Context: an optimization exercise on an open-source flow, tuned for small area. The choices shown serve that exercise and are no tape-out recipe. Only simulation tests tie the RTL to the original design; equivalence was not proved. Power figures rest on the tool's default switching activity, not on a simulated workload.

$ cat flow/config.mk
export PLATFORM = sky130hd
export DESIGN_NAME = vending_machine
export DESIGN_NICKNAME = vending_machine
export VERILOG_FILES = /design/flow/design.v
export SDC_FILE = /design/flow/constraint.sdc
export NUM_CORES = 4
export LEC_CHECK = 0
export CAP_MARGIN = 20
export CORE_MARGIN = 2
export CORE_UTILIZATION = 40
export SLEW_MARGIN = 20
$ cat flow/design.v
`timescale 1ns / 1ps
module vending_machine(CARD_IN,VALID_TRAN,ITEM_CODE,KEY_PRESS,DOOR_OPEN,RELOAD,CLK,RESET,
	VEND,INVALID_SEL,FAILED_TRAN,COST);
	input CARD_IN,VALID_TRAN,KEY_PRESS,DOOR_OPEN,RELOAD,CLK,RESET;
	input [3:0] ITEM_CODE;
	output VEND,INVALID_SEL,FAILED_TRAN;
	output [2:0] COST;
	reg [2:0] f;
	reg y;
	reg [2:0] timer;           
	reg k1_ok, k1_lsb;         
	reg [3:0] k2;              
	reg empty_all;             
	reg pend;                  
	reg sweep;                 
	reg [2:0] phase;           
	reg [19:0] ring [0:3];     
	wire t_zero = timer[2] & ~timer[0];   
	wire k2_ok = (k2 <= 4'd9);
	wire [1:0] r_sel = {k1_lsb, k2[0]};
	wire [2:0] q_sel = k2[3:1];
	wire [4:0] s_sel;
	assign s_sel[0] = (~phase[2] & ~phase[1] & ~phase[0] & ~q_sel[2] & ~q_sel[1] & ~q_sel[0]) | (~phase[1] & phase[0] & ~q_sel[1] & q_sel[0]) | (phase[1] & ~phase[0] & q_sel[1] & ~q_sel[0]) | (phase[1] & phase[0] & q_sel[1] & q_sel[0]) | (phase[2] & q_sel[2]);
	assign s_sel[1] = (phase[2] & ~q_sel[2] & ~q_sel[1] & ~q_sel[0]) | (~phase[2] & ~phase[1] & ~phase[0] & ~q_sel[1] & q_sel[0]) | (~phase[1] & phase[0] & q_sel[1] & ~q_sel[0]) | (phase[1] & ~phase[0] & q_sel[1] & q_sel[0]) | (phase[1] & phase[0] & q_sel[2]);
	assign s_sel[2] = (phase[2] & ~q_sel[1] & q_sel[0]) | (phase[1] & phase[0] & ~q_sel[2] & ~q_sel[1] & ~q_sel[0]) | (~phase[2] & ~phase[1] & ~phase[0] & q_sel[1] & ~q_sel[0]) | (~phase[1] & phase[0] & q_sel[1] & q_sel[0]) | (phase[1] & ~phase[0] & q_sel[2]);
	assign s_sel[3] = (phase[1] & ~phase[0] & ~q_sel[2] & ~q_sel[1] & ~q_sel[0]) | (phase[1] & phase[0] & ~q_sel[1] & q_sel[0]) | (phase[2] & q_sel[1] & ~q_sel[0]) | (~phase[2] & ~phase[1] & ~phase[0] & q_sel[1] & q_sel[0]) | (~phase[1] & phase[0] & q_sel[2]);
	assign s_sel[4] = (phase[1] & ~phase[0] & ~q_sel[1] & q_sel[0]) | (~phase[1] & phase[0] & ~q_sel[2] & ~q_sel[1] & ~q_sel[0]) | (phase[1] & phase[0] & q_sel[1] & ~q_sel[0]) | (phase[2] & q_sel[1] & q_sel[0]) | (~phase[2] & ~phase[1] & ~phase[0] & q_sel[2]);
	wire at_head = s_sel[0];
	wire [19:0] rs = ring[r_sel];
	wire [4:0] nz_s = {rs[19] | rs[16], rs[15] | rs[12], rs[11] | rs[8], rs[7] | rs[4], rs[3] | rs[0]};
	wire valid = !empty_all && k1_ok && k2_ok && |(s_sel & nz_s);
	wire st_p0 = !f[2] & !f[0];    
	wire st_p1 = !f[1] & f[0];     
	wire st_p2 = !f[2] & f[1];     
	wire st_cc = f[2] & f[0];      
	wire st_wt = f[1] & !f[0];     
	wire st_p3 = f[2] & !f[1];     
	wire advance = (st_p0 & !y & CARD_IN & !RELOAD) | ((st_p1 | st_p2) & y & !KEY_PRESS) | (st_cc & valid)
		| (st_wt & VALID_TRAN & !t_zero) | (st_p3 & y & !DOOR_OPEN);
	wire to_idle = ((st_p1 | st_p2 | st_p3) & !y & t_zero) | (st_cc & !valid) | (st_wt & t_zero);
	wire y_next = (st_p0 & RELOAD) | ((st_p1 | st_p2) & KEY_PRESS & !t_zero) | (st_p3 & DOOR_OPEN & !t_zero);
	wire stay = ((st_p1 | st_p2) & !y & !KEY_PRESS) | (st_wt & !VALID_TRAN) | (st_p3 & !y & !DOOR_OPEN);
	wire reload = st_p0 & y;
	always @(posedge CLK) begin
		if (RESET || to_idle) f <= 3'b000; else if (advance) f <= {f[1:0], ~f[2]};
		y <= !RESET && y_next;
		timer <= stay ? {timer[1:0], ~timer[2]} : 3'b000;
		if (st_p1 & y) begin k1_ok <= (ITEM_CODE[3:1] == 3'd0); k1_lsb <= ITEM_CODE[0]; end
		if (st_p2 & y) k2 <= ITEM_CODE;
		if (RESET) empty_all <= 1'b1; else if (reload) empty_all <= 1'b0;
		pend <= !RESET && ((st_wt && VALID_TRAN && !t_zero) || (pend && !at_head && !reload));
		sweep <= reload || (sweep && phase != 3'd3);
		if (reload) phase <= 3'd0;
		else case (phase)
			3'd0: phase <= 3'd1; 3'd1: phase <= 3'd2; 3'd2: phase <= 3'd3; 3'd3: phase <= 3'd4; default: phase <= 3'd0;
		endcase
	end
	wire fill = reload || sweep;
	genvar gr;
	generate for (gr = 0; gr < 4; gr = gr + 1) begin : g_ring
		wire [3:0] h = ring[gr][3:0];
		wire take = pend && at_head && (r_sel == gr);
		always @(posedge CLK) begin
			ring[gr][15:0] <= ring[gr][19:4];
			ring[gr][19:16] <= fill ? 4'b1000 : take ? {h[2:0], ~(h[3] & h[0])} : h;
		end
	end endgenerate
	reg [2:0] price;
	always @(*) begin
		case ({k1_lsb, k2})
		5'h00, 5'h01, 5'h02, 5'h03: price = 3'd1;
		5'h04, 5'h05, 5'h06, 5'h07: price = 3'd2;
		5'h08, 5'h09, 5'h10, 5'h11: price = 3'd3;
		5'h12, 5'h13, 5'h14, 5'h15: price = 3'd4;
		5'h16, 5'h17: price = 3'd5;
		5'h18, 5'h19: price = 3'd6;
		default: price = 3'bxxx;
		endcase
	end
	wire show_cost = (st_cc & valid) | st_wt | st_p3;
	assign VEND = !RESET & st_p3;
	assign INVALID_SEL = !RESET & st_cc & !valid;
	assign FAILED_TRAN = !RESET & st_wt & t_zero & !VALID_TRAN;
	assign COST = (!RESET && show_cost) ? price : 3'd0;
endmodule
$ cat flow/run.sh
#!/bin/bash
# synth_recipe.tcl (not shown) runs the flow's synth.tcl, then flattens the netlist and writes it again
# the make line also repeats each setting of config.mk as NAME=value (left out here)
make -C /OpenROAD-flow-scripts/flow DESIGN_CONFIG=/design/flow/config.mk WORK_HOME=/design/flow/orfs CLKGATE_MAP_FILE= SYNTH_SCRIPT=/design/flow/synth_recipe.tcl finish
$ cat flow/constraint.sdc
create_clock -name core_clock -period 10.0 [get_ports {CLK}]
set_input_delay 2.0000 -clock core_clock [delete_from_list [all_inputs] [get_ports {CLK}]]
set_output_delay 2.0000 -clock core_clock [all_outputs]
set_load 0.01 [all_outputs]
==> impl_metrics.csv, run 1 <==
group,metric,value,unit
yosys,synth_top_cell_area_share,57.1,%
die,rows,32,
yosys,yosysSeqAreaShare,62.6,%
critical_path,r2r.worst_path.cells,6,
global_routing,grt-ovfl-total,0,
clock_tree,clock_latency,0.36,ns
final_layout,layout_cell_share_with_drive_strength_beyond_1,6.88,%
outcome,run_status,"no timing/DRC/antenna violations",
critical_path,timing.critical_path.arrival,3.50,ns
yosys,post_synth_and_or_nand_nor_area_fraction,18.0,%
worst_hold_path,min_path_cells,0,
clock_tree,postCtsResizedCells,0,
placed_design,globalplace.congestion,0.783,
yosys,postSynth.asyncResetShare,0,%
yosys,synthDominantAreaCellType,"dfxtp_1",
detailed_routing,drc,0,
sta,timing.final.ws_setup,4.50,ns
pwr,power.static_leakage,1.44,nW
global_routing,grt_first_pass_wirelength,9.48,mm
critical_path,crit_type,"input pin to primary output",
final_layout,post-route-cell-area,3660,sq um
die,die_width,94.3,microns
final_layout,layout.nets,327,
sta,fmaxAchievable,182,MHz
pwr,power.total,0.788,mW
yosys,compound_gate_portion_of_the_synthesized_area,9.71,%
placed_design,buffer_ports.inserted,16,
yosys,synth.top_cells.by_area,"dfxtp_1 57%, edfxtp_1 5.5%, mux2i_1 5.2%, nor2_1 4.4%, nor3_1 2.3%",
yosys,postSynthNetCount,315,
yosys,synth_most_common_cell,"dfxtp_1",
clock_tree,cts.path.max_buffers,2,
sta,grt_setup_unrepaired,"false",
final_layout,seqCellArea,2040,sq um
yosys,yosys-top-cells-count,"93 x dfxtp_1, 38 x nor2_1, 18 x nand2_1, 17 x mux2i_1, 15 x nor3_1",
yosys,post_synth_adder_cell_area,0.384,%
critical_path,crit-reg2reg-launch,"phase[0]",
yosys,post_synth_mux_area_share,5.91,%
detailed_routing,vias,2111,
placed_design,dpl_cell_area,3470,sq um
placed_design,place.detailed.instances,406,
pwr,vdd.ir_drop.worst,0.108,mV
die,dieArea,8890,sq um
sta,tns,0,ns
clock_tree,tritoncts,"yes",
final_layout,antennaDiodeCount,0,
sta,worst_slew_margin_rel,54.3,%
yosys,synth_area,3260,sq um
yosys,dominantRegCellSynth,"dfxtp_1",
yosys,synthCells,303,
pwr,power_per_cell_area,215,nW/um^2
critical_path,required,8.00,ns
detailed_routing,detail_route.wl_per_cell,13.3,microns
detailed_routing,dr.first_iter.drc_count,115,
clock_tree,clkSinkCount,99,
die,initial_utilization,41.8,%
critical_path,cp_max_fo,10,
clock_tree,cts_setup_buffers,0,
final_layout,layout.cells.non_filler,422,
clock_tree,cts_root_buffer,"clkbuf_8",
yosys,yosys_warnings,2,
detailed_routing,first_pass_iters,4,
final_layout,nFillCells,764,
critical_path,startpoint_type,"input pin",
yosys,fraction_of_synthesized_cell_area_in_xor_and_xnor_cells,0.537,%
die,top_level_ports,17,
detailed_routing,routed_wl,5.60,mm
critical_path,end_kind,"primary output",
sta,final_count_of_hold_timing_violations,0,
sta,timing.final.max_slew_violations,0,
final_layout,multi_input_area,1120,sq um
detailed_routing,drtAntennaViolNets,0,
sta,skew,0.0137,ns
die,die-height,94.3,microns
worst_hold_path,hold_start,"ring[3][9]",
yosys,postSynthRegisterBits,99,
sta,worst_slew_pin_slew,0.685,ns
clock_tree,cts-hold-fix-buffers,0,
job,cap_viol_max_count,0,
clock_tree,path_clk_slew,0.10,ns
sta,hold_slack,0.330,ns
worst_hold_path,timing.hold.worst.class,"register to register",
die,design.core.area,7810,sq um
global_routing,grt_pass1_vias,1988,
placed_design,post-place-ws,4.50,ns
critical_path,setup.reg_to_reg.worst_slack,7.71,ns
yosys,synth_edf_count,6,
yosys,synth_cell_types,48,
worst_hold_path,hold_end,"ring[3][5]",
global_routing,antenna_violations_before_repair,0,
final_layout,post-route-util,46.8,%
sta,period_minus_slack,5.50,ns
yosys,syn_area_per_cell,10.8,sq um
detailed_routing,vias_per_cell,5.00,
global_routing,grt_max_degree,22,
final_layout,area_delta_synth_final,12.2,%
global_routing,globalRouteTotalUtil,14.0,%
critical_path,timing.rr.end,"ring[2][17]",
clock_tree,tritoncts.num_buffers,9,
placed_design,dpl.hpwl,3.88,mm
sta,timing.final.crit_share,55.0,%
sta,finalSetupViolations,0,
clock_tree,htree_num_levels,3,
yosys,synth_top_family_by_area,"simple AND/OR/NAND/NOR gates",
## registers in the layout, indices dropped and copies added, names as in the netlist
| name | flops |
|---|---|
| k1_lsb | 1 |
| ring | 80 |
| phase | 3 |
| y | 1 |
| f | 3 |
| pend | 1 |
| empty_all | 1 |
| k1_ok | 1 |
| k2 | 4 |
| timer | 3 |
| sweep | 1 |
## worst max-delay path by stage
stage,startpoint,end,slack [ns],cells past startpoint
floorplan,RESET,COST[0],5.35,2
global placement,RESET,FAILED_TRAN,4.52,3
detailed placement,RESET,COST[0],4.50,3
global route,RESET,FAILED_TRAN,4.40,3
CTS,RESET,FAILED_TRAN,4.49,3
finish,RESET,FAILED_TRAN,4.50,3
## report_power, final
| part | internal (mW) | leakage (nW) | switching (mW) | total [mW] |
|---|---|---|---|---|
| clock | 0.0957 | 0.0909 | 0.139 | 0.235 |
| combinational | 0.0493 | 0.543 | 0.0595 | 0.109 |
| sequential | 0.413 | 0.806 | 0.0309 | 0.444 |
## worst max-delay path, stage by stage
cell and delay (ns):
clkdlybuf4s50_1 0.57, nor4_1 0.34, clkdlybuf4s50_1 0.58
## cell usage in the layout, fill, tap and decap left out, types with 6 or more instances in the layout
cell             Yosys  final
dfxtp_1             93     93
nor2_1              38     38
nand2_1             18     18
mux2i_1             17     17
clkdlybuf4s50_1      0     16
nor3_1              15     15
a21oi_1             13     13
clkbuf_8             0      9
nand2b_1             8      8
a211oi_1             7      7
nand3_1              7      7
o21ai_0              7      7
nor4_1               6      6
edfxtp_1             6      6
## area by class of cell
class                      instances  share of cell area (%)
inverter                           5                   0.513
timing repair buffer              16                    4.38
multi-input combinational        184                    30.8
tap                              102                    3.49
clock inverter                     6                    1.54
sequential                        99                    55.8
clock buffer                      10                    3.49
## per-layer routing
metal	vias to the layer above	part of all wire (%)	GRT usage [%]
li1	1081	-	-
met1	993	51	19.9
met2	29	43	19.8
met3	8	4.5	4.90
met4	0	1.3	4.71
met5	-	0	0
## kinds of logic (layout without fill, tap and decap cells)
group                      Yosys count  in the layout
AOI/OAI and AO/OA                   47             47
xor gates and xnor gates             2              2
adders and majority gates            1              1
buffers and inverters               20             37
DFF                                 99             99
muxes                               18             18
and+or+nand+nor                    116            116
==> inputs of run 2 (changes only) <==
==> flow/flow/run.sh (new file) <==
#!/bin/bash
# Layout flow: the standard ORFS flow (standard.sh, unchanged synthesis,
# floorplan, power grid and tap cells) with two settings changed:
#  - the input and output ports are buffered with buf_1 instead of the
#    default buffer that buffer_ports picks (clkdlybuf4s50_1);
#  - clock tree synthesis does not add dummy loads.
# Each tool's full output is in orfs/logs/...; standard.sh's own output is in
# standard.log in this folder.
set -o pipefail
export BUFFER_PORTS_ARGS="-buffer_cell sky130_fd_sc_hd__buf_1"
export CTS_ARGS="-sink_clustering_enable -repair_clock_nets -dont_use_dummy_load"
bash standard.sh > standard.log 2>&1
status=$?
# keep copies of the ORFS logs next to standard.log
if [[ -d orfs/logs ]]; then cp -r orfs/logs orfs_logs; fi
exit $status
==> flow/standard.sh (new file) <==
#!/bin/bash
# synth_recipe.tcl (not shown) runs the flow's synth.tcl, then flattens the netlist and writes it again
# the make line also repeats each setting of config.mk as NAME=value (left out here)
make -C /OpenROAD-flow-scripts/flow DESIGN_CONFIG=/design/flow/config.mk WORK_HOME=/design/flow/orfs CLKGATE_MAP_FILE= SYNTH_SCRIPT=/design/flow/synth_recipe.tcl "${@:-finish}"
removed: flow/run.sh
==> impl_metrics.csv, run 2 <==
group,metric,value,unit
final_layout,largest_register_ff_count,80,
yosys,synth_area,3260,sq um
final_layout,antennaDiodeCount,0,
yosys,postSynthNetCount,315,
final_layout,layout.nets,327,
sta,worst_slew_pin_slew,0.642,ns
sta,final_count_of_hold_timing_violations,0,
clock_tree,htree_num_levels,3,
yosys,postSynth.asyncResetShare,0,%
final_layout,layout_commonest_cell,"dfxtp_1",
worst_hold_path,timing.hold.worst.class,"register to register",
final_layout,seqCellArea,2040,sq um
final_layout,layout_cell_share_with_drive_strength_beyond_1,5.11,%
detailed_routing,dr.first_iter.drc_count,118,
critical_path,required,8.00,ns
detailed_routing,vias_per_cell,4.93,
detailed_routing,routed_wl,5.53,mm
yosys,synth.top_cells.by_area,"dfxtp_1 57%, edfxtp_1 5.5%, mux2i_1 5.2%, nor2_1 4.4%, nor3_1 2.3%",
final_layout,nFillCells,783,
sta,finalSetupViolations,0,
final_layout,register_containing_the_most_flip_flops_in_the_final_layout,"ring",
clock_tree,clkSinkCount,99,
critical_path,startpoint_type,"input pin",
sta,timing.final.crit_share,47.2,%
detailed_routing,vias,2048,
yosys,compound_gate_portion_of_the_synthesized_area,9.71,%
yosys,post_synth_mux_area_share,5.91,%
detailed_routing,drc,0,
yosys,synth_edf_count,6,
critical_path,timing.rr.end,"ring[3][17]",
yosys,synth_top_cell_area_share,57.1,%
clock_tree,path_clk_slew,0.09,ns
clock_tree,tritoncts.num_buffers,9,
clock_tree,cts-hold-fix-buffers,0,
sta,fmaxAchievable,212,MHz
die,rows,32,
clock_tree,postCtsResizedCells,0,
sta,skew,0.0270,ns
pwr,vdd.ir_drop.worst,0.103,mV
detailed_routing,drtAntennaViolNets,0,
yosys,synthDominantAreaCellType,"dfxtp_1",
clock_tree,tritoncts,"yes",
yosys,dominantRegCellSynth,"dfxtp_1",
pwr,power_per_cell_area,211,nW/um^2
outcome,run_status,"no timing/DRC/antenna violations",
global_routing,globalRouteTotalUtil,14.1,%
critical_path,crit-reg2reg-launch,"phase[0]",
sta,worst_slew_margin_rel,57.2,%
die,design.core.area,7810,sq um
die,die-height,94.3,microns
sta,period_minus_slack,4.72,ns
pwr,power.total,0.739,mW
clock_tree,cts.path.max_buffers,2,
critical_path,crit_type,"input pin to primary output",
sta,hold_slack,0.315,ns
global_routing,grt_pass1_vias,1936,
yosys,postSynthRegisterBits,99,
job,cap_viol_max_count,0,
pwr,power.static_leakage,1.37,nW
critical_path,cp_max_fo,10,
final_layout,largest_registers,"ring x80, k2 x4",
worst_hold_path,hold_start,"ring[2][17]",
critical_path,end_kind,"primary output",
critical_path,timing.critical_path.arrival,2.72,ns
yosys,synth_top_family_by_area,"simple AND/OR/NAND/NOR gates",
detailed_routing,detail_route.wl_per_cell,13.3,microns
die,initial_utilization,41.8,%
placed_design,buffer_ports.inserted,16,
critical_path,setup.reg_to_reg.worst_slack,7.78,ns
die,dieArea,8890,sq um
yosys,fraction_of_synthesized_cell_area_in_xor_and_xnor_cells,0.537,%
clock_tree,clock_latency,0.35,ns
yosys,post_synth_adder_cell_area,0.384,%
final_layout,post-route-util,44.8,%
final_layout,multi_input_area,1120,sq um
yosys,synth_cell_types,48,
yosys,syn_area_per_cell,10.8,sq um
global_routing,grt_max_degree,22,
sta,timing.final.max_slew_violations,0,
yosys,synthCells,303,
placed_design,place.detailed.instances,406,
sta,grt_setup_unrepaired,"false",
die,die_width,94.3,microns
global_routing,grt-ovfl-total,0,
final_layout,layout.cells.non_filler,415,
sta,tns,0,ns
placed_design,dpl.hpwl,3.86,mm
global_routing,antenna_violations_before_repair,0,
clock_tree,cts_root_buffer,"clkbuf_8",
critical_path,r2r.worst_path.cells,6,
worst_hold_path,min_path_cells,0,
clock_tree,cts_setup_buffers,0,
final_layout,mostFrequentLayoutCells,"93 x dfxtp_1, 38 x nor2_1, 18 x nand2_1, 17 x mux2i_1, 16 x buf_1",
global_routing,grt_first_pass_wirelength,9.37,mm
detailed_routing,first_pass_iters,4,
worst_hold_path,hold_end,"ring[2][13]",
final_layout,area_delta_synth_final,7.25,%
yosys,post_synth_and_or_nand_nor_area_fraction,18.0,%
yosys,yosysSeqAreaShare,62.6,%
yosys,synth_most_common_cell,"dfxtp_1",
yosys,yosys-top-cells-count,"93 x dfxtp_1, 38 x nor2_1, 18 x nand2_1, 17 x mux2i_1, 15 x nor3_1",
yosys,yosys_warnings,2,
placed_design,globalplace.congestion,0.835,
die,top_level_ports,17,
-- run 2: worst max path at each step --
stage | startpoint | endpoint
after floorplan | RESET | COST[0]
after global placement | RESET | COST[1]
after detailed placement | RESET | COST[2]
after CTS | RESET | COST[2]
after global routing | phase[0] | COST[0]
final | RESET | COST[2]
-- run 2: layout make-up --
| cell class | instances | share of cell area, % |
|---|---|---|
| Sequential cell | 99 | 58.4 |
| Multi-Input combinational cell | 184 | 32.2 |
| Tap cell | 102 | 3.65 |
| Clock buffer | 9 | 3.54 |
| Timing Repair Buffer | 16 | 1.72 |
| Inverter | 5 | 0.537 |
-- run 2: worst max-delay path, stage by stage --
cell and delay (ns):
buf_1 0.20, nor4_1 0.33, buf_1 0.19
-- run 2: report_power, final --
group	switching [mW]	internal [mW]	total [mW]	leakage (nW)
Sequential	0.0310	0.413	0.444	0.806
Combinational	0.0600	0.0447	0.105	0.502
Clock	0.109	0.0808	0.190	0.0647
-- run 2: cells by family (layout without fill, tap and decap cells) --
group / Yosys count / in the layout
flops: 99 / 99
compound gates: 47 / 47
buf+inv: 20 / 30
mux: 18 / 18
simple gates: 116 / 116
xor+xnor: 2 / 2
fa+ha+maj: 1 / 1
-- run 2: per-stage QoR --
| stage | setup WS, ns | cell area, sq um |
|---|---|---|
| CTS | 5.29 | 3500 |
| global placement | 5.33 | 3370 |
| finish | 5.28 | 3500 |
| global route | 5.12 | 3500 |
| floorplan | 5.35 | 3260 |
| detailed placement | 5.29 | 3370 |
-- run 2: layer usage --
metal	track usage [%]	vias to the layer above	share of wire [%]
met2	19.5	25	43
met1	20.1	948	53
met3	5.38	4	3.8
met4	4.71	0	0.96
met5	0	-	0
li1	-	1071	-
==> inputs of run 3 (changes only) <==
==> flow/flow/run.sh (replaced) <==
#!/bin/bash
# Layout flow: the standard ORFS flow (standard.sh) with these changes:
#  1. after the standard synthesis, OpenROAD's `restructure -target area`
#     remaps the combinational logic for area (registers untouched);
#  2. the input and output ports are buffered with buf_1 instead of the
#     buffer_ports default (clkdlybuf4s50_1);
#  3. clock tree synthesis adds no dummy loads.
# Logs: standard_synth.log, restructure.log, standard.log in this folder;
# each ORFS step's own log under orfs/logs (copied to orfs_logs/).
set -o pipefail
here=$(pwd)
export BUFFER_PORTS_ARGS="-buffer_cell sky130_fd_sc_hd__buf_1"
export CTS_ARGS="-sink_clustering_enable -repair_clock_nets -dont_use_dummy_load"
bash standard.sh synth > standard_synth.log 2>&1 || exit 1
export RES_DIR=$here/orfs/results/$FLOW_PLATFORM/vending_machine/base
export RS_WORK=$here/restructure_work
mkdir -p "$RS_WORK"
# the platform's don't-use list
export DONT_USE_LIST=$(make -s -f - <<'MK' print
include $(FLOW_HOME)/platforms/$(FLOW_PLATFORM)/config.mk
print:
	@echo $(DONT_USE_CELLS)
MK
)
cp "$RES_DIR/1_synth.odb" "$RES_DIR/1_synth_standard.odb"
openroad -no_init -no_splash -exit flow/restructure.tcl > restructure.log 2>&1 || exit 1
touch "$RES_DIR/1_synth.sdc"
bash standard.sh > standard.log 2>&1
status=$?
if [[ -d orfs/logs ]]; then cp -r orfs/logs orfs_logs; fi
exit $status
==> flow/flow/restructure.tcl (new file) <==
# Area recovery on the standard synthesis netlist: OpenROAD's restructure
# (ABC, area target) remaps the combinational logic; registers are untouched.
set plat $::env(FLOW_HOME)/platforms/$::env(FLOW_PLATFORM)
set res $::env(RES_DIR)
set lib [glob $plat/lib/sky130_fd_sc_hd__tt_025C_1v80.lib]
read_lef $plat/lef/sky130_fd_sc_hd.tlef
read_lef $plat/lef/sky130_fd_sc_hd_merged.lef
read_liberty $lib
read_db $res/1_synth_standard.odb
read_sdc $res/1_synth.sdc
source $plat/setRC.tcl
set_dont_use $::env(DONT_USE_LIST)
report_design_area
restructure -target area -liberty_file $lib \
  -tielo_port sky130_fd_sc_hd__conb_1/LO -tiehi_port sky130_fd_sc_hd__conb_1/HI \
  -work_dir $::env(RS_WORK) -abc_logfile $::env(RS_WORK)/abc.log
report_design_area
# refuse to continue if a don't-use cell appeared
foreach inst [[ord::get_db_block] getInsts] {
  set m [[$inst getMaster] getName]
  if { [lsearch -exact $::env(DONT_USE_LIST) $m] >= 0 } { error "don't-use cell $m after restructure" }
}
write_db $res/1_synth.odb
==> impl_metrics.csv, run 3 <==
group,metric,value,unit
final_layout,mostFrequentLayoutCells,"93 x dfxtp_1, 35 x nor3_1, 30 x clkinv_1, 18 x nor2_1, 16 x buf_1",
detailed_routing,met3RoutedLength,282,microns
detailed_routing,drtAntennaViolNets,0,
placed_design,place.detailed.instances,387,
detailed_routing,first_pass_iters,6,
global_routing,antenna_violations_before_repair,0,
final_layout,layout.cells.non_filler,396,
die,die_width,90.7,microns
die,rows,31,
sta,timing.final.crit_share,51.2,%
global_routing,grt_first_pass_wirelength,9.15,mm
critical_path,end_kind,"primary output",
detailed_routing,drc,0,
final_layout,largest_registers,"ring x80, k2 x4",
final_layout,register_containing_the_most_flip_flops_in_the_final_layout,"ring",
critical_path,crit-reg2reg-launch,"phase[0]",
clock_tree,path_clk_slew,0.08,ns
sta,final_count_of_hold_timing_violations,0,
detailed_routing,vias_per_cell,5.24,
final_layout,layout.nets,310,
critical_path,crit_type,"register to primary output",
placed_design,dpl.hpwl,3.79,mm
sta,timing.final.max_slew_violations,0,
critical_path,r2r.worst_path.cells,9,
sta,period_minus_slack,5.12,ns
die,design.core.area,7250,sq um
yosys,synth_area,3000,sq um
critical_path,worst_setup_path_startpoint,"k2[0]",
sta,fmaxAchievable,195,MHz
yosys,synthCells,272,
worst_hold_path,hold_start,"ring[2][9]",
clock_tree,cts-hold-fix-buffers,0,
job,cap_viol_max_count,0,
yosys,yosys_warnings,2,
detailed_routing,wl_met2,2.36,mm
global_routing,grt_max_degree,18,
sta,finalSetupViolations,0,
die,die-height,90.7,microns
global_routing,grt-ovfl-total,0,
sta,worst_slew_pin_slew,0.655,ns
yosys,postSynthNetCount,283,
clock_tree,htree_num_levels,3,
pwr,power.total,0.729,mW
global_routing,grt_pass1_vias,1938,
clock_tree,clkSinkCount,99,
placed_design,dpl_cell_area,3190,sq um
clock_tree,cts_root_buffer,"clkbuf_8",
detailed_routing,detail_route.wl_per_cell,13.6,microns
outcome,run_status,"no timing/DRC/antenna violations",
final_layout,largest_register_ff_count,80,
critical_path,cp_max_fo,12,
detailed_routing,routed_wl,5.40,mm
pwr,power_per_cell_area,220,nW/um^2
clock_tree,postCtsResizedCells,0,
clock_tree,tritoncts,"yes",
final_layout,post-route-cell-area,3310,sq um
die,dieArea,8220,sq um
worst_hold_path,timing.hold.worst.class,"register to register",
sta,worst_slew_margin_rel,56.3,%
placed_design,globalplace.congestion,0.850,
sta,hold_slack,0.322,ns
clock_tree,cts_setup_buffers,0,
clock_tree,tritoncts.num_buffers,9,
critical_path,required,8.00,ns
worst_hold_path,min_path_cells,0,
detailed_routing,dr.max_layer_used,"met4",
final_layout,post-route-util,45.7,%
sta,grt_setup_unrepaired,"false",
sta,skew,0.0272,ns
final_layout,nFillCells,694,
placed_design,buffer_ports.inserted,16,
die,initial_utilization,41.4,%
pwr,vdd.ir_drop.worst,0.0926,mV
sta,timing.final.ws_setup,4.88,ns
final_layout,antennaDiodeCount,0,
final_layout,seqCellArea,2040,sq um
pwr,power.static_leakage,1.12,nW
critical_path,timing.critical_path.arrival,3.12,ns
final_layout,multi_input_area,852,sq um
die,top_level_ports,17,
clock_tree,cts.path.max_buffers,2,
sta,tns,0,ns
final_layout,layout_commonest_cell,"dfxtp_1",
detailed_routing,route.layer.met1.wl,2.70,mm
placed_design,post-place-ws,5.15,ns
detailed_routing,vias,2075,
yosys,syn_area_per_cell,11.0,sq um
final_layout,layout_cell_share_with_drive_strength_beyond_1,3.37,%
critical_path,startpoint_type,"register",
final_layout,area_delta_synth_final,10.3,%
clock_tree,clock_latency,0.35,ns
global_routing,globalRouteTotalUtil,14.3,%
detailed_routing,dr.first_iter.drc_count,233,
## run 3: worst max-delay path, stage by stage, from the launching register on
cell	delay (ns)
edfxtp_1	0.62
clkinv_1	0.39
nor3_1	0.36
o32a_1	0.22
o221ai_1	0.11
a311oi_1	0.43
nand2_1	0.10
o221ai_1	0.30
a221oi_1	0.09
buf_1	0.15
## run 3: area by class of cell
class / instances / share of cell area (%)
flip-flops and latches: 99 / 61.6
multi-input cells: 143 / 25.7
clock buffers: 9 / 3.74
well taps: 99 / 3.74
inverters: 30 / 3.40
repair buffers: 16 / 1.81
## run 3: report_power, final
part | total, mW | internal, mW | switching [mW]
logic | 0.109 | 0.0409 | 0.0686
registers | 0.430 | 0.413 | 0.0173
clock network | 0.190 | 0.0808 | 0.109
total | 0.729 | 0.534 | 0.195
## run 3: per-layer routing
metal	global-route usage, %	vias up
li1	-	1049
met1	19.2	968
met2	20.9	50
met3	5.34	8
met4	5.26	0
met5	0	-
## run 3: worst paths after layout
| path | end | slack (ns) |
|---|---|---|
| max | COST[0] | 4.88 |
| min | ring[2][5] | 0.32 |
| max reg2reg | ring[2][17] | 7.24 |
| min reg2reg | ring[2][5] | 0.32 |

## what the ideal ports hide
The results above use ideal ports. As a check the final layouts listed here were re-extracted and re-timed, cells and wires unchanged. Step 1 assumes that a clkbuf_16 drives the clock port and a buf_2 every other input. Step 2 also shifts input and output timing later by t, the mid clock arrival at the registers, as if the neighbouring blocks saw the same clock. Three values: ideal ports, drivers, drivers and shift; two values: the first two.
| run | t (ns) | slack for setup (ns) | worst slew at a driven data input, ns | cell pins on the clock port's net |
|---|---|---|---|---|
| run 1 | 0.381 | 4.500 / 4.477 / 4.477 | 0.04 | 1 |
| run 2 | 0.369 | 5.282 / 5.262 / 5.262 | 0.03 | 1 |
| run 3 | 0.366 | 4.881 / 4.851 / 5.130 | 0.04 | 1 |
After both steps setup and hold are still met in every run listed. For run 1, which loses most, drivers alone change the setup slack by -0.023 ns; drivers and shift together by -0.023 ns.
